Context: an optimization exercise on an open-source flow, tuned for small area, a short achievable clock period and few clock cycles. The choices shown serve that exercise and are no tape-out recipe.
At most, simulation tests tie the RTL to the original design; equivalence was not proved.
Function not checked in runs 6 and 7: the RTL went through the layout flow alone.
Power and IR drop assume default switching activity.

`design/flow/design.v`:
```
module ea_add(base, imm5, ea);
  input  [8:0] base;
  input  [4:0] imm5;
  output [8:0] ea;
  wire [5:0] lo = {1'b0, base[4:0]} + {1'b0, imm5};
  wire [3:0] hi = base[8:5];
  wire [3:0] hi_inc = hi + 4'd1;
  wire [3:0] hi_dec = hi - 4'd1;
  wire up = lo[5] & ~imm5[4];
  wire dn = ~lo[5] & imm5[4];
  assign ea = {up ? hi_inc : dn ? hi_dec : hi, lo[4:0]};
endmodule
module rsm_cpu(clk, reset, mem_rdata, mem_cmd, mem_addr, mem_wdata, halted);
  input clk, reset;
  input [15:0] mem_rdata;
  output [1:0] mem_cmd;
  output [8:0] mem_addr;
  output [15:0] mem_wdata;
  output halted;
  reg [15:0] R [0:7];       
  reg [8:0]  fpc;           
  reg        fv;            
  reg [8:0]  link;          
  reg        fN, fV, fZ;    
  reg        halt_q;
  reg        w_ld;          
  reg [2:0]  ld_rd;
  reg [15:0] A_q;           
  reg [15:0] B_q;           
  reg [2:0]  e_wd;          
  reg [1:0]  e_sh;
  reg [7:0]  e_imm8;
  reg        e_we;          
  reg        e_ldr, e_str, e_cmp;
  reg        s_imm, s_mov, s_add, s_and, s_mvn, s_link;   
  reg        wA, wB;        
  wire        e_go = !w_ld;                
  reg  [15:0] B;                           
  always @(*)
    case (e_sh)
      2'b00: B = B_q;
      2'b01: B = {B_q[14:0], 1'b0};
      2'b10: B = {1'b0, B_q[15:1]};
      default: B = {B_q[0], B_q[15:1]};
    endcase
  wire [15:0] sum = A_q + B;
  wire [15:0] dlo = {1'b0, A_q[14:0]} + {1'b0, ~B[14:0]} + 16'd1;
  wire ca15 = sum[15] ^ A_q[15] ^ B[15];
  wire cs15 = dlo[15];
  wire [15:0] res  = ({16{s_imm}}  & {{8{e_imm8[7]}}, e_imm8}) |
                     ({16{s_mov}}  & B) |
                     ({16{s_add}}  & sum) |
                     ({16{s_and}}  & (A_q & B)) |
                     ({16{s_mvn}}  & ~B) |
                     ({16{s_link}} & {7'b0, link});
  wire nN = A_q[15] ^ ~B[15] ^ cs15;
  wire nZ = (A_q == B);
  wire nV = (A_q[15] == B[15]) ? (ca15 != A_q[15]) : (cs15 != A_q[15]);
  wire [8:0] ea;
  ea_add u_ea(A_q[8:0], e_imm8[4:0], ea);
  wire e_mem = e_go & (e_ldr | e_str);
  assign mem_cmd   = halt_q ? 2'b00 : (e_go & e_str) ? 2'b01 : 2'b10;
  assign mem_addr  = e_mem ? ea : fpc;
  assign mem_wdata = B_q;
  assign halted    = halt_q;
  wire fetch = !halt_q & !e_mem;
  wire e_wr  = e_go & e_we;                
  wire [15:0] I = mem_rdata;
  wire [2:0]  opc = I[15:13];
  wire d_b    = (opc == 3'b001);
  wire d_bl   = (opc == 3'b010) &  I[12];    
  wire d_bx   = (opc == 3'b010) & ~I[12];
  wire d_halt = (opc == 3'b111);
  wire d_str  = (opc == 3'b100);
  wire d_ldr  = (opc == 3'b011);
  wire d_movi = (opc == 3'b110) &  I[12];
  wire d_movr = (opc == 3'b110) & ~I[12];
  wire d_alu  = (opc == 3'b101);            
  wire [2:0] rn = I[10:8];
  wire [2:0] rb = d_str ? I[7:5] : I[2:0];
  wire fA = e_wr & (e_wd == rn);
  wire fB = e_wr & (e_wd == rb);
  wire [15:0] Ain = ({16{w_ld}} & mem_rdata) | ({16{~w_ld & fA}} & res) |
                    ({16{~w_ld & ~fA}} & R[rn]);
  wire [15:0] Bin = ({16{w_ld}} & mem_rdata) | ({16{~w_ld & fB}} & res) |
                    ({16{~w_ld & ~fB}} & R[rb]);
  wire cmp_now = e_go & e_cmp;
  wire cN = cmp_now ? nN : fN;
  wire cV = cmp_now ? nV : fV;
  wire cZ = cmp_now ? nZ : fZ;
  reg cond;
  always @(*)
    case (I[10:8])
      3'b000: cond = 1'b1;
      3'b001: cond = cZ;
      3'b010: cond = ~cZ;
      3'b011: cond = cN ^ cV;
      3'b100: cond = (cN ^ cV) | cZ;
      default: cond = 1'b0;
    endcase
  wire taken = fv & ((d_b & cond) | d_bl | d_bx);
  wire [8:0] boff = fpc + {I[7], I[7:0]};
  wire [8:0] target = d_bx ? link : boff;
  always @(posedge clk) begin
    if (reset) begin
      fpc <= 9'd0;
      fv <= 1'b0;
      halt_q <= 1'b0;
      w_ld <= 1'b0;
      e_we <= 1'b0; e_ldr <= 1'b0; e_str <= 1'b0; e_cmp <= 1'b0;
    end else begin
      if (taken) fpc <= target;
      else if (fetch) fpc <= fpc + 9'd1;
      fv <= fetch & ~taken;
      if (fv & d_bl) link <= fpc;
      if (fv & d_halt) halt_q <= 1'b1;
      w_ld <= e_go & e_ldr;
      if (e_go & e_ldr) ld_rd <= e_wd;
      if (fv) begin
        e_wd   <= (d_movi | d_bl) ? I[10:8] : I[7:5];
        e_sh   <= I[4:3];
        e_imm8 <= I[7:0];
        e_we   <= d_movi | d_movr | (d_alu & (I[12:11] != 2'b01)) | d_bl;
        e_ldr  <= d_ldr;
        e_str  <= d_str;
        e_cmp  <= d_alu & (I[12:11] == 2'b01);
        s_imm  <= d_movi;
        s_mov  <= d_movr;
        s_add  <= d_alu & (I[12:11] == 2'b00);
        s_and  <= d_alu & (I[12:11] == 2'b10);
        s_mvn  <= d_alu & (I[12:11] == 2'b11);
        s_link <= d_bl;
      end else if (e_go) begin
        e_we <= 1'b0; e_ldr <= 1'b0; e_str <= 1'b0; e_cmp <= 1'b0;
      end
      if (cmp_now) begin fN <= nN; fV <= nV; fZ <= nZ; end
    end
  end
  always @(posedge clk) begin
    if (fv | (w_ld & wA)) A_q <= Ain;
    if (fv | (w_ld & wB)) B_q <= Bin;
    if (fv) begin
      wA  <= e_go & e_ldr & (e_wd == rn);
      wB  <= e_go & e_ldr & (e_wd == rb);
    end
  end
  always @(posedge clk) begin
    if (w_ld) R[ld_rd] <= mem_rdata;
    else if (e_wr) R[e_wd] <= res;
  end
endmodule
```
`design/flow/flow/run.sh`:
```
#!/bin/bash
# The standard layout, with the input and output port buffers made from
# plain buffers (sky130_fd_sc_hd__buf_1) instead of the delay cells
# buffer_ports picks by default. Every port is still buffered.
set -euo pipefail
cd "$(dirname "$0")/.."
export BUFFER_PORTS_ARGS="-buffer_cell sky130_fd_sc_hd__buf_1"
bash standard.sh > standard_flow.log 2>&1
```
`design/flow/standard.sh`:
```
#!/bin/bash
# synth_recipe.tcl (not shown) runs the flow's synth.tcl, then flattens the netlist and writes it again
# the make line also repeats each setting of config.mk as NAME=value (left out here)
make -C /OpenROAD-flow-scripts/flow DESIGN_CONFIG=/design/flow/config.mk WORK_HOME=/design/flow/orfs CLKGATE_MAP_FILE= SYNTH_SCRIPT=/design/flow/synth_recipe.tcl "${@:-finish}"
```
`design/flow/config.mk`:
```
export PLATFORM = sky130hd
export DESIGN_NAME = rsm_cpu
export DESIGN_NICKNAME = rsm_cpu
export VERILOG_FILES = /design/flow/design.v
export SDC_FILE = /design/flow/constraint.sdc
export NUM_CORES = 4
export LEC_CHECK = 0
export CAP_MARGIN = 20
export CORE_MARGIN = 2
export CORE_UTILIZATION = 40
export CTS_CLUSTER_DIAMETER = 100
export CTS_CLUSTER_SIZE = 30
export SETUP_SLACK_MARGIN = 4
export SLEW_MARGIN = 20
export TNS_END_PERCENT = 1
```
`design/flow/constraint.sdc`:
```
create_clock -name core_clock -period 8.0 [get_ports {clk}]
set_input_delay 1.6000 -clock core_clock [delete_from_list [all_inputs] [get_ports {clk}]]
set_output_delay 1.6000 -clock core_clock [all_outputs]
set_load 0.01 [all_outputs]
```
==> results of run 1 <==
## per-stage QoR
step	cell area (sq um)	hold WS [ns]	util (%)
CTS	13800	0.573	44.0
global route	13900	0.587	44.3
floorplan	12600	0.489	-
global placement	13300	0.538	42.4
detailed placement	13300	0.544	42.4
finish	13900	0.575	44.3
## what timing repair did
item                                    4_1_cts  5_1_grt
gates cloned                                  0        0
gates resized for setup                      11       10
pin swaps                                     6        6
buffers inserted                             10        5
endpoints found under the setup margin      126      131
## state kept, by name, indices dropped and copies added (netlist names), 3 cells and up
name	count
R	128
A_q	16
B_q	16
fpc	9
link	9
e_imm8	7
e_wd	3
ld_rd	3
## worst reg2reg max path, delay by kind of cell, from the launching register on
| kind | cells | cell delay [ns] |
|---|---|---|
| simple gates | 3 | 0.31 |
| buf+inv | 2 | 0.48 |
| compound gates | 8 | 2.22 |
| flops | 1 | 0.34 |
| fa+ha+maj | 2 | 0.51 |
## where the power goes
| part | switching [W] | internal (W) |
|---|---|---|
| clock | 0.000387 | 0.000313 |
| combinational | 0.000346 | 0.000215 |
| sequential | 0.0000463 | 0.00125 |
| total | 0.000779 | 0.00177 |
## worst max-delay path by stage
stage                              from           to  slack, ns  cells past startpoint
after floorplan                 e_sh[0]     R[0][14]       4.07                     16
after global placement    mem_rdata[15]      B_q[14]       2.74                     10
after detailed placement  mem_rdata[15]      B_q[14]       2.67                     10
after CTS                     e_imm8[1]  mem_addr[7]       3.71                     10
after global routing             A_q[1]  mem_addr[8]       3.57                     10
final                            A_q[1]  mem_addr[7]       3.71                     10
## cells in the final DEF (no fill, tap or decap), types with 10 or more instances in the layout
cell type | Yosys | final
a21oi_1 | 68 | 66
edfxtp_1 | 194 | 194
mux2i_1 | 52 | 50
and3_1 | 20 | 20
o221ai_1 | 28 | 28
nor2_1 | 65 | 65
a31oi_1 | 26 | 26
nand2b_1 | 11 | 11
clkbuf_16 | 0 | 13
mux4_2 | 32 | 32
buf_1 | 15 | 41
nand4_1 | 10 | 10
xnor2_1 | 29 | 29
dfxtp_1 | 16 | 16
nand2_1 | 220 | 220
o21ai_1 | 6 | 11
ha_1 | 49 | 49
xor2_1 | 12 | 12
nand3_1 | 41 | 41
nor2b_1 | 13 | 13
inv_1 | 43 | 43
o21ai_0 | 40 | 34
a311oi_1 | 17 | 17
buf_4 | 2 | 41
## layer usage
metal / global-route usage (%) / vias to the layer above
li1: - / 4478
met1: 29.5 / 4689
met2: 35.4 / 321
met3: 2.53 / 57
met4: 6.70 / 0
met5: 0 / -
## layout make-up
| cell class | count | area [sq um] | share of cell area (%) |
|---|---|---|---|
| Multi-Input combinational cell | 855 | 6110 | 44.1 |
| Clock inverter | 6 | 78.8 | 0.568 |
| Sequential cell | 210 | 6150 | 44.3 |
| Tap cell | 402 | 503 | 3.63 |
| Clock buffer | 13 | 325 | 2.34 |
| Inverter | 47 | 176 | 1.27 |
| Timing Repair Buffer | 90 | 533 | 3.84 |
## cells by family after synthesis
group | Yosys count | share of synthesized area [%]
mux | 88 | 10.2
fa+ha+maj | 52 | 5.32
simple gates | 420 | 15.1
flops | 210 | 48.6
compound gates | 254 | 14.3
xor+xnor | 41 | 2.84
buf+inv | 118 | 3.72
==> run notes, run 1 <==
status=complete, no violations; core footprint=approximately 0.031 sq mm; first-pass GRT wire length=between 50000 and 60000 um; Post-Syn Area=0.0126 sq mm; Period minus WS final=4.29 ns; Crit path max-delay family=compound AO/OA/AOI/OAI gates; RR Endpoint=R[5][14]; placed insts=1588; Worst Max-Slew Pin Slew=between 1 and 1.5 ns; DR top layer=met4; worst-path maximum fanout=5; Setup Crit Path Kind=reg -> out; via/cell ratio=5.88; sequential share of the synthesized area=48.6%; final setup fails=0; CTS tree=built; fin crit share=53.6%; async set-reset flop share out of synthesis=0%; initial antenna violation count=0; power per cell area=approximately 180 mW/mm^2; Skew-Pair Late Insertion Delay=0.49 ns; total power=roughly 0.0026 W; met2 routed WL=16600 um; Hold-fix buffers, CTS=0; syn avg cell area=10.7 sq um; critical-path cell list=ha_1 > a21o_1 > a21oi_2 > o21bai_1 > a21oi_2 > nor3b_2 > a31oi_1 > xor2_1 > o21ai_1 > buf_2; Leakage Power=5.04 nW; DIE AREA=0.0331 sq mm; Max-cap violations=0; root buffer cell=clkbuf_16; WL final=35400 um; number of synthesized flops with an enable pin=194; startpoint class of the critical path=flip-flop; Slowest-stage cell, CP=edfxtp_1; endpoints failing hold=0; ratio of cells with drive above 1 in the final layout=11.1%; First DRT Iteration DRCs=between 1000 and 1500; die width=182 um; Initial Util=40.4%; Pre-antenna DRT Iters=5; H-tree levels=1; Ys Warns=1; syn nets=1253; grt ovf=0; nets@finish=1286; Post-Syn Instances=1183; vias in the first global route=9091; Max stage delay on crit path=0.44 ns; number of cells on the worst reg-to-reg path=15; clock sinks=210; DP HPWL=24300 um; total vias in the final route=9545; placer congestion estimate=0.912; Post-route DRC=0; Area Overhead vs Synth=9.71%; worst path arrival time=roughly 2.7 ns; Yosys top cell area share=46.1%; largest vdd supply drop=about 96 uV; FILL cells=2910; RSZ-0062 raised after global routing=yes; Non-Filler Instances=roughly 1600; final max-slew violation count=0; Buf/Inv on CP=1; most numerous cell in the Yosys netlist=nand2_1; Clock Path Buffers=3; Setup WS pre-CTS=2.67 ns; relative slew slack=a little under a third; Worst Hold Path EP=link[8]; area leader, netlist=edfxtp_1; wire per inst=approximately 22 um; placement row count=65; Synth Register Bits=210; antenna-violating nets left=0; Area contributors post-synth=edfxtp_1 46%, nand2_1 6.5%, mux4_2 5.7%; largest net degree at the start of global routing=66; GRT Total Usage=a little over a fifth; final worst setup slack=3.71 ns; Worst Path Required=~6.4 ns; list of most frequent post-synthesis cells=220 x nand2_1, 194 x edfxtp_1, 68 x a21oi_1; Clock Skews=0.0273 ns; CP endpoint kind=output pin; I/O Buffers=45; Worst Hold Class=reg -> reg; total CTS buffers=12; origin of the worst min-delay path=fpc[8]; most frequent CP cell=a21oi_2; Synth cell types=76; antenna diode count=0; die outline height=182 um; Peak Freq=0.233 GHz; R2R setup slack=3.84 ns; worst hold path cell count=0; Clock transition at path regs=approximately 0.11 ns; WL met3=around 2100 um; prevailing post-synth register cell=edfxtp_1; FF-to-FF Start=e_imm8[4]; wl on met1=15500 um; setup TNS=0 ns; Ports=between 40 and 50
Testbench counts, summed over its fixed seeds: cycles 76,740.
==> run 2: changes to the inputs <==
--- a/design/flow/config.mk
+++ b/design/flow/config.mk
@@ -12,4 +12,4 @@
 export CTS_CLUSTER_SIZE = 30
 export SETUP_SLACK_MARGIN = 4
 export SLEW_MARGIN = 20
-export TNS_END_PERCENT = 1
+export TNS_END_PERCENT = 5
==> run notes, run 2 <==
Skew-Pair Late Insertion Delay=0.49 ns (about the same); number of cells on the worst reg-to-reg path=14 (-1); H-tree levels=1 (unchanged); GRT Total Usage=21.4% (about the same); Setup Crit Path Kind=reg -> out; Compound-Gate Fraction of Synth Area=14.3% (unchanged); Gate power share=22.1% (about the same); Worst Hold Class=reg -> reg; commonest non-fill, non-tap cell in the layout=nand2_1; Layout Utilization=44.4% (+0.072 points); placer congestion estimate=0.912 (unchanged); Synth cell types=76 (unchanged); vias in the first global route=9083 (-0.088%); via/cell ratio=5.91 (+0.56%); Fin Hold WS=0.576 ns (+0.000761 ns); antenna-violating nets left=0 (unchanged); total vias in the final route=9598 (+0.56%); post-synthesis adder-cell area fraction=5.32% (unchanged); wire per inst=21.8 um (about the same); Initial Util=40.4% (unchanged); power share of the sequential group=50.5% (about the same); number of synthesized flops with an enable pin=194 (unchanged); grt ovf=0 (unchanged); DIE AREA=0.0331 sq mm (unchanged); multi-input logic area=0.00613 sq mm (+0.31%); most numerous cell in the Yosys netlist=nand2_1; worst hold path cell count=0 (unchanged); Hold-fix buffers, CTS=0 (unchanged); Clock transition at path regs=0.11 ns (about the same); Post-route DRC=0 (unchanged); initial antenna violation count=0 (unchanged); largest net degree at the start of global routing=66 (unchanged); antenna diode count=0 (unchanged); list of most frequent post-synthesis cells=220 x nand2_1, 194 x edfxtp_1, 68 x a21oi_1; final worst setup slack=3.71 ns (+0.00104 ns); Synth Register Bits=210 (unchanged); Period minus WS final=4.29 ns (-0.00104 ns); clock sinks=210 (unchanged); DP HPWL=24300 um (unchanged); fin crit share=53.6% (about the same); syn avg cell area=10.7 sq um (unchanged); syn nets=1253 (unchanged); main combinational cell family by area after synthesis=simple AND/OR/NAND/NOR gates; worst path arrival time=2.69 ns (about the same); Area Overhead vs Synth=9.88%; status=complete, no violations; async set-reset flop share out of synthesis=0% (unchanged); Worst Max-Slew Pin Slew=1.02 ns (-0.0131 ns); CP endpoint kind=output pin; Post-Syn Instances=1183 (unchanged); Biggest register=R; placed insts=1588 (unchanged); Ys Warns=1 (unchanged); First DRT Iteration DRCs=1009 (+0.50%); Worst Path Required=6.40 ns (about the same); I/O Buffers=45 (unchanged); root buffer cell=clkbuf_16; sequential share of the synthesized area=48.6% (unchanged); Largest register FFs=128 (unchanged); Seq. cell area=0.00615 sq mm (unchanged); Pint=0.00177 W (about the same); Clock Power Share=27.4% (about the same); Post-Synth Simple-Gate Area=15.1% (unchanged); worst-path maximum fanout=5 (unchanged); first-pass GRT wire length=54500 um (about the same); WL final=35300 um (about the same); setup TNS=0 ns (unchanged); Pre-antenna DRT Iters=5 (unchanged); final setup fails=0 (unchanged); Post-Syn Area=0.0126 sq mm (unchanged); nets@finish=1286 (unchanged); most frequent cells in the layout=220 x nand2_1, 194 x edfxtp_1, 65 x nor2_1, 64 x a21oi_1, 50 x mux2i_1; Net Sw Frac=30.6% (+0.068 points); power per cell area=184 mW/mm^2 (about the same); Setup WS pre-CTS=2.67 ns (unchanged); core footprint=0.0313 sq mm (unchanged); largest vdd supply drop=96.3 uV (+0.44%); Area contributors post-synth=edfxtp_1 46%, nand2_1 6.5%, mux4_2 5.7%; Clock Path Buffers=3 (unchanged); Max-cap violations=0 (unchanged); FILL cells=2908 (-0.069%); die outline height=182 um (unchanged); Clock Skews=0.0275 ns (+0.000192 ns); final max-slew violation count=0 (unchanged); xor/xnor cell area share of the yosys netlist=2.84% (unchanged); CTS tree=built; RSZ-0062 raised after global routing=yes; ratio of cells with drive above 1 in the final layout=11.7% (+0.57 points); relative slew slack=31.0% (+0.88 points); mux contribution to synthesized area=10.2% (unchanged); placement row count=65 (unchanged); startpoint class of the critical path=flip-flop; Yosys top cell area share=46.1% (unchanged); total CTS buffers=12 (unchanged); Ports=46 (unchanged); Peak Freq=0.233 GHz (about the same); top flop regs=R (128), A_q (16), B_q (16); Non-Filler Instances=1623 (unchanged); Psw=0.000782 W (+0.42%); prevailing post-synth register cell=edfxtp_1; endpoints failing hold=0 (unchanged); Leakage Power=5.06 nW (+0.36%); area leader, netlist=edfxtp_1; die width=182 um (unchanged)
run 2: repair_timing:
| item | 4_1_cts | 5_1_grt |
|---|---|---|
| resized for setup | 20 | 11 |
| pin swaps | 6 | 6 |
| buffers inserted | 10 | 5 |
| setup endpoints to repair | 126 | 122 |
run 2: per-layer routing:
layer  wire length [um]  share of wire [%]  track usage [%]
met1              15400                 43             29.5
met2              16800                 48             35.6
met3               2240                6.3             2.53
met4                927                2.6             6.21
met5                  0                  0                0
run 2: final cells by class:
type,count,area share (%)
Clock buffer,13,2.34
Clock inverter,6,0.567
Inverter,47,1.27
Multi-Input combinational cell,855,44.1
Sequential cell,210,44.2
Tap cell,402,3.62
Timing Repair Buffer,90,3.86
run 2: worst max-delay path, cell delays in order, from the launching register on:
cell and delay (ns):
edfxtp_1 0.44, ha_1 0.29, a21o_1 0.18, a21oi_2 0.17, o21bai_1 0.11, a21oi_2 0.29, nor3b_2 0.07, a31oi_1 0.19
xor2_1 0.26, o21ai_1 0.08, buf_2 0.14
run 2: path summary, 6_finish.rpt:
path	from	endpoint	slack, ns
hold / removal	fpc[8]	link[8]	0.58
setup / recovery	A_q[1]	mem_addr[7]	3.71
hold reg to reg	fpc[8]	link[8]	0.58
setup reg to reg	e_imm8[4]	R[5][14]	3.88
run 2: stage by stage:
step / total power [W] / instance area, sq um
detailed placement: 0.00185 / 13300
global route: 0.00267 / 13900
finish: 0.00256 / 13900
CTS: 0.00256 / 13800
global placement: 0.00185 / 13300
floorplan: 0.00170 / 12600
run 2: power by group through the flow:
stage	clock (W)	combinational, W	sequential, W
2_1_floorplan	0	0.000399	0.00130
3_3_place_gp	0	0.000527	0.00132
3_5_place_dp	0	0.000535	0.00132
4_1_cts	0.000714	0.000551	0.00129
5_1_grt	0.000752	0.000623	0.00130
6_report	0.000701	0.000565	0.00129
run 2: cell families (layout without fill, tap and decap cells):
| logic type | after synthesis | count (layout) |
|---|---|---|
| XOR/XNOR | 41 | 41 |
| AO/OA/AOI/OAI | 254 | 254 |
| buffers and inverters | 118 | 156 |
| adder cells (fa/ha/maj) | 52 | 52 |
| flip-flops | 210 | 210 |
| multiplexers | 88 | 88 |
| AND/OR/NAND/NOR | 420 | 420 |
==> run 3: changes to the inputs <==
--- a/design/flow/config.mk
+++ b/design/flow/config.mk
@@ -8,8 +8,6 @@
 export CAP_MARGIN = 20
 export CORE_MARGIN = 2
 export CORE_UTILIZATION = 40
-export CTS_CLUSTER_DIAMETER = 100
-export CTS_CLUSTER_SIZE = 30
 export SETUP_SLACK_MARGIN = 4
 export SLEW_MARGIN = 20
 export TNS_END_PERCENT = 5
==> run notes, run 3 <==
Seq. cell area=0.00615 sq mm (unchanged); Biggest register=R; GRT Total Usage=21.7% (+0.28 points); total CTS buffers=25 (+13); H-tree levels=1 (unchanged); nets@finish=1298 (+0.93%); Synth Register Bits=210 (unchanged); worst path arrival time=2.70 ns (about the same); placement row count=65 (unchanged); power share of the sequential group=43.3% (-7.2 points); Ys Warns=1 (unchanged); final max-slew violation count=0 (unchanged); RSZ-0062 raised after global routing=yes; die outline height=182 um (unchanged); Ports=46 (unchanged); async set-reset flop share out of synthesis=0% (unchanged); Clock Skews=0.0147 ns (-0.0128 ns); ratio of cells with drive above 1 in the final layout=12.7% (+0.96 points); number of cells on the worst reg-to-reg path=14 (unchanged); Setup Crit Path Kind=reg -> out; antenna diode count=0 (unchanged); worst-path maximum fanout=5 (unchanged); grt ovf=0 (unchanged); Largest register FFs=128 (unchanged); root buffer cell=clkbuf_16; prevailing post-synth register cell=edfxtp_1; Post-Syn Instances=1183 (unchanged); Worst Hold Class=reg -> reg; CP startpoint=A_q[1]; wire per inst=21.7 um (-0.30%); setup TNS=0 ns (unchanged); Pint=0.00215 W (+21%); Synth cell types=76 (unchanged); top flop regs=R (128), A_q (16), B_q (16); Clock Path Buffers=3 (unchanged); DR top layer=met4; WL final=35800 um (+1.3%); DP HPWL=24300 um (unchanged); WL met3=2410 um (+7.6%); most numerous cell in the Yosys netlist=nand2_1; Peak Freq=0.233 GHz (-0.26%); I/O Buffers=45 (unchanged); fin crit share=53.8% (+0.14 points); DIE AREA=0.0331 sq mm (unchanged); multi-input logic area=0.00611 sq mm (-0.33%); Clock transition at path regs=0.06 ns (-0.05 ns); FF-to-FF Start=e_sh[0]; CP endpoint kind=output pin; die width=182 um (unchanged); Skew-Pair Late Insertion Delay=0.53 ns (+0.04 ns); status=complete, no violations; final setup fails=0 (unchanged); Worst Path Required=6.40 ns (about the same); placer congestion estimate=0.912 (unchanged); Post-route DRC=0 (unchanged); Leakage Power=5.26 nW (+4.0%); largest vdd supply drop=127 uV (+32%); Net Sw Frac=28.1% (-2.5 points); power per cell area=209 mW/mm^2 (+14%); Yosys top cell area share=46.1% (unchanged); total vias in the final route=9664 (+0.69%); worst hold path cell count=0 (unchanged); relative slew slack=28.4% (-2.6 points); most frequent cells in the layout=220 x nand2_1, 194 x edfxtp_1, 65 x nor2_1, 65 x a21oi_1, 50 x mux2i_1; startpoint class of the critical path=flip-flop; Psw=0.000840 W (+7.4%); First DRT Iteration DRCs=964 (-4.5%); wl on met1=15500 um (+0.68%); Period minus WS final=4.30 ns (+0.0114 ns); met2 routed WL=16900 um (+0.45%); commonest non-fill, non-tap cell in the layout=nand2_1; Post-Syn Area=0.0126 sq mm (unchanged); CTS tree=built; Pre-antenna DRT Iters=6 (+1); endpoints failing hold=0 (unchanged); Non-Filler Instances=1649 (+1.6%); antenna-violating nets left=0 (unchanged); Max-cap violations=0 (unchanged); origin of the worst min-delay path=fpc[8]; Area contributors post-synth=edfxtp_1 46%, nand2_1 6.5%, mux4_2 5.7%; Clock Power Share=37.8% (+10 points); area leader, netlist=edfxtp_1; via/cell ratio=5.86 (-0.90%); syn nets=1253 (unchanged); sequential share of the synthesized area=48.6% (unchanged); Area Overhead vs Synth=12.9%; vias in the first global route=9268 (+2.0%); placed insts=1588 (unchanged); syn avg cell area=10.7 sq um (unchanged); number of synthesized flops with an enable pin=194 (unchanged); list of most frequent post-synthesis cells=220 x nand2_1, 194 x edfxtp_1, 68 x a21oi_1; clock sinks=210 (unchanged); Initial Util=40.4% (unchanged); first-pass GRT wire length=55300 um (+1.5%); Hold-fix buffers, CTS=0 (unchanged); initial antenna violation count=0 (unchanged); FILL cells=2887 (-0.72%); Gate power share=18.9% (-3.2 points); largest net degree at the start of global routing=66 (unchanged); core footprint=0.0313 sq mm (unchanged); Worst Max-Slew Pin Slew=1.06 ns (+0.0387 ns)
-- run 3: stage by stage --
stage | hold slack, ns | worst slack [ns] | cell area, sq um | power, W | utilization (%)
3_5_place_dp | 0.544 | 2.67 | 13300 | 0.00185 | 42.4
2_1_floorplan | 0.489 | 4.07 | 12600 | 0.00170 | -
3_3_place_gp | 0.538 | 2.74 | 13300 | 0.00185 | 42.4
6_report | 0.549 | 3.70 | 14300 | 0.00299 | 45.6
5_1_grt | 0.558 | 3.53 | 14300 | 0.00311 | 45.6
4_1_cts | 0.552 | 3.67 | 14200 | 0.00300 | 45.4
-- run 3: power groups by stage --
stage                     Combinational (W)  Sequential, W  Clock (W)
final                              0.000564        0.00129    0.00113
after global routing               0.000622        0.00130    0.00119
after CTS                          0.000554        0.00129    0.00115
after detailed placement           0.000535        0.00132          0
after global placement             0.000527        0.00132          0
after floorplan                    0.000399        0.00130          0
-- run 3: per-layer routing --
layer	GRT usage, %	vias up
li1	-	4522
met4	6.67	0
met3	3.15	59
met2	36.2	335
met1	29.3	4748
met5	0	-
-- run 3: worst paths after layout --
check | slack [ns] | end
max | 3.70 | mem_addr[7]
min | 0.55 | link[8]
max reg2reg | 3.89 | fpc[2]
min reg2reg | 0.55 | link[8]
-- run 3: cell type report --
class                           count  share of cell area [%]
Sequential cell                   210                    43.0
Multi-Input combinational cell    855                    42.8
Clock buffer                       34                    4.69
Timing Repair Buffer               89                    3.73
Tap cell                          402                    3.52
Inverter                           47                    1.24
Clock inverter                     12                    1.02
-- run 3: kinds of logic after synthesis --
kind of cell,synth area share [%]
muxes,10.2
and+or+nand+nor,15.1
DFF,48.6
adders and majority gates,5.32
xor gates and xnor gates,2.84
buffers and inverters,3.72
AOI/OAI and AO/OA,14.3
-- run 3: worst max-delay path: stages, from the launching register on --
cell      delay, ns
edfxtp_1       0.42
ha_1           0.29
a21o_1         0.18
a21oi_2        0.17
o21bai_1       0.10
a21oi_2        0.28
nor3b_2        0.07
a31oi_1        0.19
xor2_1         0.26
o21ai_1        0.08
buf_2          0.14
-- run 3: timing repair --
item | 4_1_cts | 5_1_grt
setup buffers | 10 | 4
hold endpoints to repair | 0 | 0
endpoints found under the setup margin | 126 | 113
pin swaps | 8 | 5
gates resized for setup | 22 | 7
==> run 4: changes to the inputs <==
--- a/design/flow/config.mk
+++ b/design/flow/config.mk
@@ -8,6 +8,8 @@
 export CAP_MARGIN = 20
 export CORE_MARGIN = 2
 export CORE_UTILIZATION = 40
+export CTS_CLUSTER_DIAMETER = 150
+export CTS_CLUSTER_SIZE = 30
 export SETUP_SLACK_MARGIN = 4
 export SLEW_MARGIN = 20
-export TNS_END_PERCENT = 5
+export TNS_END_PERCENT = 1
==> run notes, run 4 <==
status=complete, no violations; placer congestion estimate=0.912 (unchanged); Skew-Pair Late Insertion Delay=0.48 ns (-0.05 ns); H-tree levels=1 (unchanged); final max-slew violation count=0 (unchanged); worst-path maximum fanout=5 (unchanged); Area Overhead vs Synth=8.74%; number of synthesized flops with an enable pin=194 (unchanged); list of most frequent post-synthesis cells=220 x nand2_1, 194 x edfxtp_1, 68 x a21oi_1; vias in the first global route=9096 (-1.9%); Post-Syn Instances=1183 (unchanged); Slowest-stage cell, CP=edfxtp_1; relative slew slack=31.8% (+3.4 points); Worst Path Required=6.40 ns (about the same); CTS tree=built; wire per inst=21.8 um (+0.60%); Yosys top cell area share=46.1% (unchanged); Max stage delay on crit path=0.42 ns (about the same); RSZ-0062 raised after global routing=yes; Clock transition at path regs=0.12 ns (+0.06 ns); async set-reset flop share out of synthesis=0% (unchanged); Area contributors post-synth=edfxtp_1 46%, nand2_1 6.5%, mux4_2 5.7%; root buffer cell=clkbuf_16; setup TNS=0 ns (unchanged); area leader, netlist=edfxtp_1; syn nets=1253 (unchanged); GRT Total Usage=21.4% (-0.26 points); Synth Register Bits=210 (unchanged); Initial Util=40.4% (unchanged); Leakage Power=4.99 nW (-5.1%); ratio of cells with drive above 1 in the final layout=10.7% (-2.0 points); Max-cap violations=0 (unchanged); critical-path cell list=ha_1 > a21o_1 > a21oi_2 > o21bai_1 > a21oi_2 > nor3b_2 > a31oi_1 > xor2_1 > o21ai_1 > buf_2; final setup fails=0 (unchanged); Post-route DRC=0 (unchanged); initial antenna violation count=0 (unchanged); endpoints failing hold=0 (unchanged); Period minus WS final=4.28 ns (-0.0248 ns); DP HPWL=24300 um (unchanged); total CTS buffers=10 (-60%); fin crit share=53.4% (-0.31 points); nets@finish=1284 (-1.1%); Synth cell types=76 (unchanged); Setup Crit Path Kind=reg -> out; I/O Buffers=45 (unchanged); antenna diode count=0 (unchanged); total power=0.00244 W (-18%); most numerous cell in the Yosys netlist=nand2_1; Pre-antenna DRT Iters=7 (+1); First DRT Iteration DRCs=999 (+3.6%); die outline height=182 um (unchanged); Ys Warns=1 (unchanged); largest vdd supply drop=113 uV (-11%); power per cell area=177 mW/mm^2 (-15%); clock sinks=210 (unchanged); Post-Syn Area=0.0126 sq mm (unchanged); via/cell ratio=5.91 (+0.85%); Largest register FFs=128 (unchanged); Biggest register=R; antenna-violating nets left=0 (unchanged); most frequent CP cell=a21oi_2; most frequent cells in the layout=220 x nand2_1, 194 x edfxtp_1, 66 x a21oi_1, 65 x nor2_1, 50 x mux2i_1; Ports=46 (unchanged); WL final=35300 um (-1.4%); prevailing post-synth register cell=edfxtp_1; grt ovf=0 (unchanged); worst path arrival time=2.68 ns (-0.02 ns); Worst Hold Class=reg -> reg; CP endpoint kind=output pin; largest net degree at the start of global routing=66 (unchanged); top flop regs=R (128), A_q (16), B_q (16); Peak Freq=0.234 GHz (+0.58%); die width=182 um (unchanged); Clock Path Buffers=3 (unchanged); syn avg cell area=10.7 sq um (unchanged); Hold-fix buffers, CTS=0 (unchanged); Worst Max-Slew Pin Slew=1.01 ns (-0.0503 ns); sequential share of the synthesized area=48.6% (unchanged); startpoint class of the critical path=flip-flop; first-pass GRT wire length=54500 um (-1.4%); commonest non-fill, non-tap cell in the layout=nand2_1; core footprint=0.0313 sq mm (unchanged); total vias in the final route=9557 (-1.1%); DIE AREA=0.0331 sq mm (unchanged); placement row count=65 (unchanged); Clock Skews=0.0220 ns (+0.00727 ns)
run 4: cell families (layout without fill, tap and decap cells):
logic type / after synthesis / after routing / synth area share [%]
compound gates: 254 / 254 / 14.3
xor+xnor: 41 / 41 / 2.84
simple gates: 420 / 420 / 15.1
buf+inv: 118 / 150 / 3.72
fa+ha+maj: 52 / 52 / 5.32
mux: 88 / 88 / 10.2
flops: 210 / 210 / 48.6
run 4: critical path, delay by kind of cell (launching register included):
family          cells  cell delay (ns)
compound gates      6             1.02
flops               1             0.42
fa+ha+maj           1             0.30
xor+xnor            1             0.25
buf+inv             1             0.14
simple gates        1             0.07
run 4: final cells by class:
cell class / count / area (sq um)
fill: 2912 / 17600
sequential: 210 / 6150
multi-input combinational: 855 / 6110
timing repair buffer: 90 / 529
tap: 402 / 503
clock buffer: 13 / 283
inverter: 47 / 176
run 4: power by group:
part / total [W] / leakage, nW / internal [W] / switching, W
logic: 0.000562 / 2.94 / 0.000215 / 0.000347
clock network: 0.000584 / 0.138 / 0.000252 / 0.000331
registers: 0.00129 / 1.91 / 0.00125 / 0.0000460
run 4: final timing paths:
path,depth (start not counted),to,slack (ns),start
max,10,mem_addr[7],3.72,e_imm8[1]
min,0,link[8],0.56,fpc[8]
max reg2reg,15,R[0][14],3.80,e_imm8[4]
min reg2reg,0,link[8],0.56,fpc[8]
run 4: timing repair:
action	in CTS	in global routing
setup buffers	10	5
gates resized for setup	11	11
pin swaps	6	6
setup endpoints to repair	126	131
run 4: metal layers:
layer	GRT usage (%)	share of wire [%]	wire length, um	up-vias
li1	-	-	-	4471
met1	29.2	44	15500	4711
met2	35.7	47	16600	319
met3	2.73	5.8	2040	56
met4	6.57	3.2	1120	0
met5	0	0	0	-
run 4: per-stage QoR:
stage	setup slack, ns	utilization (%)	hold WS [ns]	std cells	instance area (sq um)
after floorplan	4.07	-	0.489	1183	12600
after global routing	3.56	43.9	0.567	1617	13800
after CTS	3.70	43.6	0.561	1611	13700
after global placement	2.74	42.4	0.538	1587	13300
after detailed placement	2.67	42.4	0.544	1588	13300
final	3.72	43.9	0.563	1617	13800
==> run 5: changes to the inputs <==
--- a/design/flow/config.mk
+++ b/design/flow/config.mk
@@ -8,8 +8,8 @@
 export CAP_MARGIN = 20
 export CORE_MARGIN = 2
 export CORE_UTILIZATION = 40
-export CTS_CLUSTER_DIAMETER = 150
-export CTS_CLUSTER_SIZE = 30
+export CTS_CLUSTER_DIAMETER = 100
+export CTS_CLUSTER_SIZE = 25
 export SETUP_SLACK_MARGIN = 4
 export SLEW_MARGIN = 20
 export TNS_END_PERCENT = 1
==> run notes, run 5 <==
Post-route DRC=0 (unchanged); Worst Path Required=6.40 ns (about the same); Area Overhead vs Synth=9.47%; R2R setup slack=3.80 ns (about the same); First DRT Iteration DRCs=993 (-0.60%); main combinational cell family by area after synthesis=simple AND/OR/NAND/NOR gates; Fin Hold WS=0.561 ns (-0.00148 ns); clock sinks=210 (unchanged); Initial Util=40.4% (unchanged); nets@finish=1285 (+0.078%); post-synthesis adder-cell area fraction=5.32% (unchanged); placer congestion estimate=0.912 (unchanged); xor/xnor cell area share of the yosys netlist=2.84% (unchanged); Placed Area=0.0133 sq mm (unchanged); ratio of cells with drive above 1 in the final layout=10.9% (+0.22 points); status=complete, no violations; worst hold path cell count=0 (unchanged); die outline height=182 um (unchanged); setup TNS=0 ns (unchanged); largest net degree at the start of global routing=66 (unchanged); worst-path maximum fanout=5 (unchanged); power per cell area=184 mW/mm^2 (+3.9%); Net Sw Frac=30.4% (+0.73 points); antenna diode count=0 (unchanged); worst path arrival time=2.68 ns (about the same); number of cells on the worst reg-to-reg path=15 (unchanged); Post-Synth Simple-Gate Area=15.1% (unchanged); relative slew slack=28.3% (-3.5 points); origin of the worst min-delay path=fpc[8]; sequential share of the synthesized area=48.6% (unchanged); Yosys top cell area share=46.1% (unchanged); area leader, netlist=edfxtp_1; Setup Crit Path Kind=reg -> out; Clock Power Share=27.2% (+3.2 points); placement row count=65 (unchanged); Worst Max-Slew Pin Slew=1.06 ns (+0.0516 ns); H-tree levels=1 (unchanged); Peak Freq=0.234 GHz (about the same); Psw=0.000776 W (+7.1%); total power=0.00255 W (+4.6%); Final Instance Area=0.0138 sq mm (+0.67%); Largest register FFs=128 (unchanged); via/cell ratio=5.93 (+0.33%); Area contributors post-synth=edfxtp_1 46%, nand2_1 6.5%, mux4_2 5.7%; total CTS buffers=13 (+3); Max-cap violations=0 (unchanged); CTS tree=built; Clock Path Buffers=3 (unchanged); Hold-fix buffers, CTS=0 (unchanged); I/O Buffers=45 (unchanged); Synth Register Bits=210 (unchanged); mux contribution to synthesized area=10.2% (unchanged); startpoint class of the critical path=flip-flop; async set-reset flop share out of synthesis=0% (unchanged); die width=182 um (unchanged); first-pass GRT wire length=54700 um (+0.41%); syn nets=1253 (unchanged); Skew-Pair Late Insertion Delay=0.48 ns (about the same); Leakage Power=5.03 nW (+0.82%); power share of the sequential group=50.7% (-2.3 points); wire per inst=22.0 um (+0.54%); initial antenna violation count=0 (unchanged); final max-slew violation count=0 (unchanged); most numerous cell in the Yosys netlist=nand2_1; grt ovf=0 (unchanged); FILL cells=2903 (-0.31%); Ports=46 (unchanged); antenna-violating nets left=0 (unchanged); DP HPWL=24300 um (unchanged); syn avg cell area=10.7 sq um (unchanged); Pre-antenna DRT Iters=6 (-1); list of most frequent post-synthesis cells=220 x nand2_1, 194 x edfxtp_1, 68 x a21oi_1; Gate power share=22.1% (-1.0 points); prevailing post-synth register cell=edfxtp_1; fin crit share=53.5% (about the same); Worst Hold Class=reg -> reg; core footprint=0.0313 sq mm (unchanged); Clock transition at path regs=0.11 ns (about the same); Layout Utilization=44.2% (+0.30 points); total vias in the final route=9606 (+0.51%); top flop regs=R (128), A_q (16), B_q (16); Synth cell types=76 (unchanged); WL final=35600 um (+0.73%); Post-Syn Instances=1183 (unchanged); Post-Syn Area=0.0126 sq mm (unchanged); CP endpoint kind=output pin; RSZ-0062 raised after global routing=yes; FF-to-FF Start=e_sh[0]; final setup fails=0 (unchanged); commonest non-fill, non-tap cell in the layout=nand2_1; endpoints failing hold=0 (unchanged); most frequent cells in the layout=220 x nand2_1, 194 x edfxtp_1, 66 x a21oi_1, 65 x nor2_1, 50 x mux2i_1; number of synthesized flops with an enable pin=194 (unchanged); Biggest register=R; DIE AREA=0.0331 sq mm (unchanged); root buffer cell=clkbuf_16; Compound-Gate Fraction of Synth Area=14.3% (unchanged); Ys Warns=1 (unchanged); Clock Skews=0.0242 ns (+0.00221 ns); largest vdd supply drop=110 uV (-3.1%); GRT Total Usage=21.5% (+0.072 points); Pint=0.00177 W (+3.5%); vias in the first global route=9176 (+0.88%); RR Endpoint=R[5][14]; Worst Hold Path EP=link[8]; Period minus WS final=4.28 ns (+0.00212 ns)
run 5: logic make-up after synthesis:
family | count (synthesis)
buf+inv | 118
fa+ha+maj | 52
simple gates | 420
flops | 210
mux | 88
compound gates | 254
xor+xnor | 41
run 5: worst max path at each step:
stage                  startpoint           to  slack [ns]  depth (start not counted)
CTS                     e_imm8[1]  mem_addr[7]        3.71                         10
floorplan                 e_sh[0]     R[0][14]        4.07                         16
global route              e_sh[0]       fpc[7]        3.57                         17
global placement    mem_rdata[15]      B_q[14]        2.74                         10
detailed placement  mem_rdata[15]      B_q[14]        2.67                         10
finish                     A_q[1]  mem_addr[7]        3.72                         10
run 5: layout make-up:
type	instances	area, sq um	share of cell area, %
Clock buffer	15	333	2.40
Clock inverter	3	55.1	0.398
Inverter	47	176	1.27
Multi-Input combinational cell	855	6110	44.1
Sequential cell	210	6150	44.4
Tap cell	402	503	3.63
Timing Repair Buffer	88	523	3.78
run 5: timing repair:
item | 4_1_cts | 5_1_grt
endpoints found under the setup margin | 126 | 131
buffers inserted | 8 | 5
resized for setup | 11 | 13
pin swaps | 6 | 5
run 5: power groups by stage:
stage,sequential [W],combinational (W),clock [W]
after global routing,0.00130,0.000620,0.000742
after floorplan,0.00130,0.000399,0
final,0.00129,0.000562,0.000694
after global placement,0.00132,0.000527,0
after CTS,0.00129,0.000549,0.000706
after detailed placement,0.00132,0.000535,0
run 5: through the flow:
stage / setup slack, ns / std cells
3_5_place_dp: 2.67 / 1588
6_report: 3.72 / 1620
4_1_cts: 3.71 / 1614
3_3_place_gp: 2.74 / 1587
5_1_grt: 3.57 / 1620
2_1_floorplan: 4.07 / 1183
run 5: critical path, cell delays in order (launching register included):
cell and delay, ns:
edfxtp_1 0.43, ha_1 0.29, a21o_1 0.18, a21oi_2 0.17, o21bai_1 0.11, a21oi_2 0.29
nor3b_2 0.07, a31oi_1 0.19, xor2_1 0.25, o21ai_1 0.08, buf_2 0.14
run 5: layer usage:
layer | global-route usage [%] | wire length, um
met5 | 0 | 0
met1 | 29.4 | 15600
met3 | 2.65 | 2140
met4 | 7.12 | 1090
met2 | 35.5 | 16700
==> run 6: changes to the inputs <==
--- a/design/flow/design.v
+++ b/design/flow/design.v
@@ -21,7 +21,7 @@
   reg [8:0]  fpc;           
   reg        fv;            
   reg [8:0]  link;          
-  reg        fN, fV, fZ;    
+  reg        fZ, fL;        
   reg        halt_q;
   reg        w_ld;          
   reg [2:0]  ld_rd;
@@ -56,6 +56,7 @@
   wire nN = A_q[15] ^ ~B[15] ^ cs15;
   wire nZ = (A_q == B);
   wire nV = (A_q[15] == B[15]) ? (ca15 != A_q[15]) : (cs15 != A_q[15]);
+  wire nL = nN ^ nV;
   wire [8:0] ea;
   ea_add u_ea(A_q[8:0], e_imm8[4:0], ea);
   wire e_mem = e_go & (e_ldr | e_str);
@@ -85,8 +86,7 @@
   wire [15:0] Bin = ({16{w_ld}} & mem_rdata) | ({16{~w_ld & fB}} & res) |
                     ({16{~w_ld & ~fB}} & R[rb]);
   wire cmp_now = e_go & e_cmp;
-  wire cN = cmp_now ? nN : fN;
-  wire cV = cmp_now ? nV : fV;
+  wire cL = cmp_now ? nL : fL;
   wire cZ = cmp_now ? nZ : fZ;
   reg cond;
   always @(*)
@@ -94,8 +94,8 @@
       3'b000: cond = 1'b1;
       3'b001: cond = cZ;
       3'b010: cond = ~cZ;
-      3'b011: cond = cN ^ cV;
-      3'b100: cond = (cN ^ cV) | cZ;
+      3'b011: cond = cL;
+      3'b100: cond = cL | cZ;
       default: cond = 1'b0;
     endcase
   wire taken = fv & ((d_b & cond) | d_bl | d_bx);
@@ -133,7 +133,7 @@
       end else if (e_go) begin
         e_we <= 1'b0; e_ldr <= 1'b0; e_str <= 1'b0; e_cmp <= 1'b0;
       end
-      if (cmp_now) begin fN <= nN; fV <= nV; fZ <= nZ; end
+      if (cmp_now) begin fL <= nL; fZ <= nZ; end
     end
   end
   always @(posedge clk) begin
--- a/design/flow/config.mk
+++ b/design/flow/config.mk
@@ -9,7 +9,7 @@
 export CORE_MARGIN = 2
 export CORE_UTILIZATION = 40
 export CTS_CLUSTER_DIAMETER = 100
-export CTS_CLUSTER_SIZE = 25
+export CTS_CLUSTER_SIZE = 30
 export SETUP_SLACK_MARGIN = 4
 export SLEW_MARGIN = 20
 export TNS_END_PERCENT = 1
==> run notes, run 6 <==
status=complete, no violations; Yosys top cell area share=46.3% (+0.26 points); RR Endpoint=fpc[6]; worst-path maximum fanout=5 (unchanged); prevailing post-synth register cell=edfxtp_1; DIE AREA=0.0327 sq mm (-1.1%); number of synthesized flops with an enable pin=193 (-0.52%); vias in the first global route=8872 (-3.3%); most frequent CP cell=a21o_1; area leader, netlist=edfxtp_1; antenna-violating nets left=0 (unchanged); Ports=46 (unchanged); Largest register FFs=128 (unchanged); Max stage delay on crit path=0.41 ns (-0.02 ns); worst hold path cell count=2 (+2); Post-Syn Area=0.0125 sq mm (-1.1%); Slowest-stage cell, CP=edfxtp_1; setup TNS=0 ns (unchanged); total CTS buffers=13 (unchanged); Clock Power Share=28.8% (+1.6 points); Peak Freq=0.234 GHz (about the same); placement row count=64 (-1.5%); power share of the sequential group=50.4% (-0.3 points); endpoints failing hold=0 (unchanged); Psw=0.000783 W (+0.95%); Post-Syn Instances=1160 (-1.9%); top flop regs=R (128), A_q (16), B_q (16); origin of the worst min-delay path=e_ldr; critical-path cell list=ha_1 > a21o_1 > a21o_1 > a21o_1 > a21oi_4 > nor3b_1 > a31oi_1 > xor2_1 > o21ai_1 > buf_2; die outline height=181 um (-0.53%); Area Overhead vs Synth=8.97%; Synth cell types=67 (-12%); Clock Skews=0.0407 ns (+0.0166 ns); Setup Crit Path Kind=reg -> out; I/O Buffers=45 (unchanged); nets@finish=1257 (-2.2%); Buf/Inv on CP=1 (unchanged); First DRT Iteration DRCs=922 (-7.2%); Pint=0.00177 W (-0.34%); number of cells on the worst reg-to-reg path=15 (unchanged); ratio of cells with drive above 1 in the final layout=10.2% (-0.76 points); via/cell ratio=5.91 (-0.36%); Worst Max-Slew Pin Slew=1.04 ns (-0.0217 ns); final max-slew violation count=0 (unchanged); CP endpoint kind=output pin; most frequent cells in the layout=210 x nand2_1, 193 x edfxtp_1, 73 x nor2_1, 53 x mux2i_1, 50 x a21oi_1; Biggest register=R; Area contributors post-synth=edfxtp_1 46%, nand2_1 6.3%, mux4_2 5.8%; most numerous cell in the Yosys netlist=nand2_1; grt ovf=0 (unchanged); Leakage Power=5.04 nW (+0.26%); commonest non-fill, non-tap cell in the layout=nand2_1; Gate power share=20.7% (-1.4 points); placer congestion estimate=0.911 (about the same); async set-reset flop share out of synthesis=0% (unchanged); startpoint class of the critical path=flip-flop; H-tree levels=1 (unchanged); Clock Path Buffers=3 (unchanged); total vias in the final route=9376 (-2.4%); die width=181 um (-0.53%); Pre-antenna DRT Iters=6 (unchanged); syn avg cell area=10.8 sq um (+0.88%); list of most frequent post-synthesis cells=210 x nand2_1, 193 x edfxtp_1, 73 x nor2_1; Synth Register Bits=209 (-0.48%); Net Sw Frac=30.7% (+0.27 points); Clock transition at path regs=0.12 ns (about the same); Ys Warns=1 (unchanged); Initial Util=40.8% (+0.40 points); worst path arrival time=2.68 ns (about the same); Skew-Pair Late Insertion Delay=0.50 ns (+0.02 ns); Crit path max-delay family=compound AO/OA/AOI/OAI gates; R2R setup slack=3.82 ns (+0.02 ns); initial antenna violation count=0 (unchanged); largest vdd supply drop=170 uV (+55%); first-pass GRT wire length=53600 um (-2.1%); largest net degree at the start of global routing=66 (unchanged); Worst Hold Path EP=e_ldr; antenna diode count=0 (unchanged); Worst Path Required=6.40 ns (about the same); DP HPWL=24200 um (-0.31%); GRT Total Usage=21.2% (-0.26 points); relative slew slack=29.7% (+1.5 points); FILL cells=2912 (+0.31%); Setup WS pre-CTS=2.63 ns (-0.0472 ns); core footprint=0.0307 sq mm (-2.1%); Max-cap violations=0 (unchanged); sequential share of the synthesized area=48.9% (+0.29 points); Period minus WS final=4.28 ns (-0.00132 ns); RSZ-0062 raised after global routing=yes; final worst setup slack=3.72 ns (+0.00132 ns); wire per inst=22.3 um (+1.4%); power per cell area=187 mW/mm^2 (+1.6%); FF-to-FF Start=e_sh[0]; clock sinks=209 (-0.48%); Hold-fix buffers, CTS=0 (unchanged); final setup fails=0 (unchanged); Worst Hold Class=reg -> reg; CTS tree=built; WL final=35300 um (-0.62%); root buffer cell=clkbuf_16; Post-route DRC=0 (unchanged); syn nets=1230 (-1.8%); fin crit share=53.5% (about the same)
-- run 6: cell types whose count changed after synthesis, moves of 7 or more --
cell,previous run,this run
o221ai_2,0,7
o21ai_0,40,26
o21ai_1,6,22
inv_1,43,36
nor2_1,65,73
a21oi_1,68,51
o221ai_1,28,15
nand2_1,220,210
-- run 6: worst register-to-register path: stages, from the launching register on --
cell      delay (ns)
edfxtp_1        0.43
buf_4           0.20
buf_4           0.18
mux2i_1         0.19
nor2_1          0.05
a21oi_1         0.28
inv_1           0.09
ha_1            0.41
nor4_1          0.48
nand4_1         0.26
o21ai_1         0.38
nand2_1         0.10
o211ai_1        0.16
o311ai_2        0.17
o21a_1          0.34
mux2_1          0.36
-- run 6: metrics by stage --
| step | cells | power, W | util (%) | cell area, sq um | hold slack [ns] |
|---|---|---|---|---|---|
| 3_5_place_dp | 1557 | 0.00182 | 42.7 | 13100 | 0.528 |
| 4_1_cts | 1587 | 0.00256 | 44.4 | 13600 | 0.549 |
| 6_report | 1587 | 0.00255 | 44.5 | 13600 | 0.558 |
| 2_1_floorplan | 1160 | 0.00167 | - | 12500 | 0.485 |
| 5_1_grt | 1587 | 0.00266 | 44.5 | 13600 | 0.580 |
| 3_3_place_gp | 1557 | 0.00182 | 42.7 | 13100 | 0.520 |
-- run 6: cells by family after synthesis --
family / after synthesis / share of synthesized area [%]
and+or+nand+nor: 415 / 14.9
AOI/OAI and AO/OA: 237 / 13.2
DFF: 209 / 48.9
buffers and inverters: 108 / 3.61
muxes: 100 / 11.3
adders and majority gates: 52 / 5.38
xor gates and xnor gates: 39 / 2.73
-- run 6: worst max path at each step --
| stage | startpoint | endpoint | slack (ns) | depth (start not counted) |
|---|---|---|---|---|
| detailed placement | mem_rdata[15] | B_q[14] | 2.63 | 9 |
| floorplan | e_sh[0] | fpc[1] | 4.11 | 16 |
| CTS | e_imm8[1] | mem_addr[7] | 3.70 | 10 |
| finish | e_imm8[1] | mem_addr[7] | 3.72 | 10 |
| global route | A_q[1] | mem_addr[8] | 3.51 | 10 |
| global placement | mem_rdata[15] | B_q[14] | 2.67 | 9 |
-- run 6: power groups by stage --
stage                     clock [W]  combinational (W)  sequential (W)
after floorplan                   0           0.000376         0.00129
after global placement            0           0.000504         0.00131
after detailed placement          0           0.000511         0.00131
after CTS                  0.000749           0.000525         0.00129
after global routing       0.000788           0.000582         0.00129
final                      0.000735           0.000528         0.00129
-- run 6: final cells by class --
type	count	area [sq um]	share of cell area (%)
Sequential cell	209	6120	44.9
Clock buffer	13	325	2.39
Clock inverter	6	104	0.762
Timing Repair Buffer	81	448	3.29
Inverter	39	146	1.07
Tap cell	396	495	3.63
Multi-Input combinational cell	843	6000	44.0
-- run 6: repair_timing --
action / 4_1_cts / 5_1_grt
pin swaps: 4 / 0
endpoints found under the setup margin: 134 / 122
buffers inserted: 11 / 0
gates resized for setup: 11 / 1
-- run 6: routing by layer --
metal / GRT usage [%] / wire [um]
met5: 0 / 0
met4: 6.52 / 1110
met3: 2.36 / 1880
met2: 34.9 / 16700
met1: 29.5 / 15700
==> run 7: changes to the inputs <==
--- a/design/flow/design.v
+++ b/design/flow/design.v
@@ -80,25 +80,26 @@
   wire [2:0] rn = I[10:8];
   wire [2:0] rb = d_str ? I[7:5] : I[2:0];
   wire fA = e_wr & (e_wd == rn);
-  wire fB = e_wr & (e_wd == rb);
+  wire fB = e_wr & (d_str ? (e_wd == I[7:5]) : (e_wd == I[2:0]));
   wire [15:0] Ain = ({16{w_ld}} & mem_rdata) | ({16{~w_ld & fA}} & res) |
                     ({16{~w_ld & ~fA}} & R[rn]);
   wire [15:0] Bin = ({16{w_ld}} & mem_rdata) | ({16{~w_ld & fB}} & res) |
                     ({16{~w_ld & ~fB}} & R[rb]);
   wire cmp_now = e_go & e_cmp;
-  wire cL = cmp_now ? nL : fL;
-  wire cZ = cmp_now ? nZ : fZ;
-  reg cond;
-  always @(*)
-    case (I[10:8])
-      3'b000: cond = 1'b1;
-      3'b001: cond = cZ;
-      3'b010: cond = ~cZ;
-      3'b011: cond = cL;
-      3'b100: cond = cL | cZ;
-      default: cond = 1'b0;
+  function cnd(input [2:0] c, input l, input z);
+    case (c)
+      3'b000: cnd = 1'b1;
+      3'b001: cnd = z;
+      3'b010: cnd = ~z;
+      3'b011: cnd = l;
+      3'b100: cnd = l | z;
+      default: cnd = 1'b0;
     endcase
-  wire taken = fv & ((d_b & cond) | d_bl | d_bx);
+  endfunction
+  wire cond_old = cnd(I[10:8], fL, fZ);
+  wire cond_new = cnd(I[10:8], nL, nZ);
+  wire taken = (fv & (d_bl | d_bx)) |
+               (fv & d_b & (cmp_now ? cond_new : cond_old));
   wire [8:0] boff = fpc + {I[7], I[7:0]};
   wire [8:0] target = d_bx ? link : boff;
   always @(posedge clk) begin
==> run notes, run 7 <==
vias in the first global route=9000 (+1.4%); DIE AREA=0.0331 sq mm (+1.1%); Initial Util=40.4% (-0.40 points); Biggest register=R; power per cell area=182 mW/mm^2 (-2.6%); wire per inst=21.9 um (-1.6%); Synth cell types=81 (+21%); Peak Freq=0.232 GHz (-0.85%); initial antenna violation count=0 (unchanged); via/cell ratio=5.93 (+0.40%); Setup Crit Path Kind=reg -> out; total power=0.00248 W (-2.6%); final worst setup slack=3.69 ns (-0.0367 ns); First DRT Iteration DRCs=1027 (+11%); main combinational cell family by area after synthesis=simple AND/OR/NAND/NOR gates; startpoint class of the critical path=flip-flop; Post-Synth Simple-Gate Area=14.8% (-0.060 points); number of synthesized flops with an enable pin=193 (unchanged); Clock transition at path regs=0.12 ns (about the same); Seq. cell area=0.00612 sq mm (unchanged); Max-cap violations=0 (unchanged); I/O Buffers=45 (unchanged); power share of the sequential group=52.2% (+1.8 points); Slowest-stage cell, CP=edfxtp_1; Leakage Power=4.99 nW (-1.1%); ratio of cells with drive above 1 in the final layout=10.9% (+0.71 points); prevailing post-synth register cell=edfxtp_1; sequential share of the synthesized area=48.4% (-0.52 points); Area contributors post-synth=edfxtp_1 46%, nand2_1 6.4%, mux4_2 5.7%; Largest register FFs=128 (unchanged); Stages on worst setup path=10 (unchanged); Area Overhead vs Synth=7.78%; Gate power share=23.2% (+2.5 points); Synth Register Bits=209 (unchanged); Worst Hold Class=reg -> reg; Hold-fix buffers, CTS=0 (unchanged); Ys Warns=1 (unchanged); fin crit share=53.9% (+0.46 points); Worst Path Required=6.40 ns (about the same); Pint=0.00173 W (-1.8%); total CTS buffers=11 (-2); Clock Skews=0.0208 ns (-0.0200 ns); largest vdd supply drop=113 uV (-33%); DP HPWL=23800 um (-1.6%); die outline height=182 um (+0.53%); placement row count=65 (+1.6%); Compound-Gate Fraction of Synth Area=13.6% (+0.44 points); post-synthesis adder-cell area fraction=5.22% (-0.16 points); worst hold path cell count=2 (unchanged); final setup fails=0 (unchanged); CTS tree=built; largest net degree at the start of global routing=66 (unchanged); Setup WS pre-CTS=2.51 ns (-0.114 ns); Yosys top cell area share=45.8% (-0.50 points); Fin Hold WS=0.519 ns (-0.0396 ns); Skew-Pair Late Insertion Delay=0.48 ns (-0.02 ns); xor/xnor cell area share of the yosys netlist=2.70% (-0.029 points); Post-route DRC=0 (unchanged); nets@finish=1254 (-0.24%); status=complete, no violations; list of most frequent post-synthesis cells=214 x nand2_1, 193 x edfxtp_1, 64 x nor2_1; relative slew slack=25.1% (-4.6 points); area leader, netlist=edfxtp_1; Ports=46 (unchanged); Crit path max-delay family=compound AO/OA/AOI/OAI gates; top flop regs=R (128), A_q (16), B_q (16); antenna diode count=0 (unchanged); number of cells on the worst reg-to-reg path=14 (-1); endpoints failing hold=0 (unchanged); FILL cells=2922 (+0.34%); Post-Syn Instances=1166 (+0.52%); Pre-antenna DRT Iters=5 (-1); Layout Utilization=43.5% (-0.92 points); async set-reset flop share out of synthesis=0% (unchanged); most frequent cells in the layout=214 x nand2_1, 193 x edfxtp_1, 64 x nor2_1, 56 x a21oi_1, 51 x mux2i_1; worst-path maximum fanout=6 (+1); mux contribution to synthesized area=11.4% (+0.077 points); Period minus WS final=4.31 ns (+0.0367 ns); CP endpoint kind=output pin; root buffer cell=clkbuf_16; syn avg cell area=10.8 sq um (+0.56%); commonest non-fill, non-tap cell in the layout=nand2_1; WL final=34800 um (-1.5%); Clock Path Buffers=3 (unchanged); most numerous cell in the Yosys netlist=nand2_1; final max-slew violation count=0 (unchanged); syn nets=1235 (+0.41%); multi-input logic area=0.00610 sq mm (+1.8%); placer congestion estimate=0.869 (-4.7%); total vias in the final route=9425 (+0.52%); Max stage delay on crit path=0.43 ns (+0.02 ns); Net Sw Frac=30.2% (-0.54 points); RSZ-0062 raised after global routing=yes; clock sinks=209 (unchanged); antenna-violating nets left=0 (unchanged); setup TNS=0 ns (unchanged); core footprint=0.0313 sq mm (+2.1%); grt ovf=0 (unchanged); worst path arrival time=2.71 ns (+0.03 ns); Psw=0.000749 W (-4.3%); GRT Total Usage=21.0% (-0.21 points); H-tree levels=1 (unchanged); critical-path cell list=ha_1 > a21o_1 > a21o_1 > a21o_1 > a21oi_4 > nor4_1 > a41o_1 > xnor2_2 > o21ai_1 > buf_2; Post-Syn Area=0.0126 sq mm (+1.1%); Clock Power Share=24.6% (-4.2 points); most frequent CP cell=a21o_1; die width=182 um (+0.53%); Worst Max-Slew Pin Slew=1.10 ns (+0.0584 ns); first-pass GRT wire length=53500 um (about the same); Buf/Inv on CP=1 (unchanged)
-- run 7: changes by cell type after synthesis, sizes merged, moves of 4 or more --
cell / previous run / this run
a221oi: 0 / 5
nand2: 211 / 215
a21oi: 52 / 58
clkbuf: 43 / 47
or3: 6 / 2
and3: 24 / 18
nor2: 74 / 65
nand3b: 0 / 4
a31oi: 27 / 23
nor3b: 5 / 10
-- run 7: repair_timing --
action / in CTS / in global routing
gates resized for setup: 6 / 3
cloned: 1 / 0
endpoints found under the setup margin: 128 / 124
setup buffers: 9 / 2
pin swaps: 7 / 2
-- run 7: power groups by stage --
stage               Sequential, W  Combinational [W]  Clock [W]
floorplan                 0.00130           0.000418          0
global placement          0.00132           0.000549          0
detailed placement        0.00132           0.000555          0
CTS                       0.00130           0.000569   0.000628
global route              0.00130           0.000635   0.000661
finish                    0.00130           0.000575   0.000611
-- run 7: routing by layer --
metal	track usage, %	part of all wire, %	vias up
met2	35.8	48	300
met4	4.91	2.2	0
met1	28.8	44	4695
met3	2.41	6.0	42
met5	0	0	-
li1	-	-	4388
-- run 7: cell type report --
class,count,share of cell area [%]
Multi-Input combinational cell,843,44.8
Sequential cell,209,44.9
Clock buffer,11,2.02
Inverter,40,1.10
Tap cell,402,3.69
Clock inverter,4,0.294
Timing Repair Buffer,80,3.23
-- run 7: worst register-to-register path, delay by kind of cell, from the launching register on --
| kind | cells | cell delay, ns |
|---|---|---|
| flops | 1 | 0.47 |
| fa+ha+maj | 1 | 0.35 |
| xor+xnor | 1 | 0.18 |
| simple gates | 2 | 0.26 |
| buf+inv | 2 | 0.28 |
| mux | 1 | 0.14 |
| compound gates | 7 | 2.18 |
-- run 7: worst paths after layout --
check	endpoint	slack, ns	start
worst max-delay path	mem_addr[8]	3.69	A_q[1]
worst min-delay path	e_ldr	0.52	e_ldr
worst max register to register	R[7][13]	3.84	e_imm8[3]
worst min register to register	e_ldr	0.52	e_ldr
-- run 7: metrics by stage --
step           cells  instance area [sq um]
2_1_floorplan   1166                  12600
5_1_grt         1589                  13600
6_report        1589                  13600
4_1_cts         1587                  13600
3_5_place_dp    1562                  13200
3_3_place_gp    1562                  13200
-- run 7: kinds of logic (layout without fill, tap and decap cells) --
logic type / Yosys count / after routing
simple gates: 407 / 407
compound gates: 245 / 245
flops: 209 / 209
buf+inv: 115 / 135
mux: 100 / 101
fa+ha+maj: 51 / 51
xor+xnor: 39 / 39

==> static timing again, ports no longer ideal <==
No port has a modelled driver above. Below, the same layouts with a new extraction and two added sets of constraints.
Step 1, drivers: a clkbuf_16 drives clk and a buf_2 each remaining input, both assumed.
Step 2, shift: input delay + t, output delay - t, t = (earliest + latest rising clock arrival at the registers) / 2. This alone moves slack from input paths to output paths.
Three values: ideal ports, drivers, drivers and shift; two values: the first two.
run | t (ns) | slack for setup (ns) | hold slack, ns
run 1 | 0.524 | 3.710 / 3.660 / 3.365 | 0.575 / 0.575 / 0.575
run 2 | 0.526 | 3.711 / 3.661 / 3.519 | 0.576 / 0.576 / 0.576
run 3 | 0.571 | 3.700 / 3.649 / 3.427 | 0.549 / 0.549 / 0.549
run 4 | 0.520 | 3.725 / 3.673 / 3.312 | 0.563 / 0.563 / 0.563
run 5 | 0.522 | 3.722 / 3.673 / 3.364 | 0.561 / 0.561 / 0.561
run 6 | 0.526 | 3.724 / 3.674 / 3.259 | 0.558 / 0.558 / 0.558
run 7 | 0.518 | 3.687 / 3.636 / 3.397 | 0.519 / 0.519 / 0.519
After both steps every run listed still meets setup and hold. For run 6, which loses most, drivers alone change the setup slack by -0.050 ns; drivers and shift together by -0.465 ns.
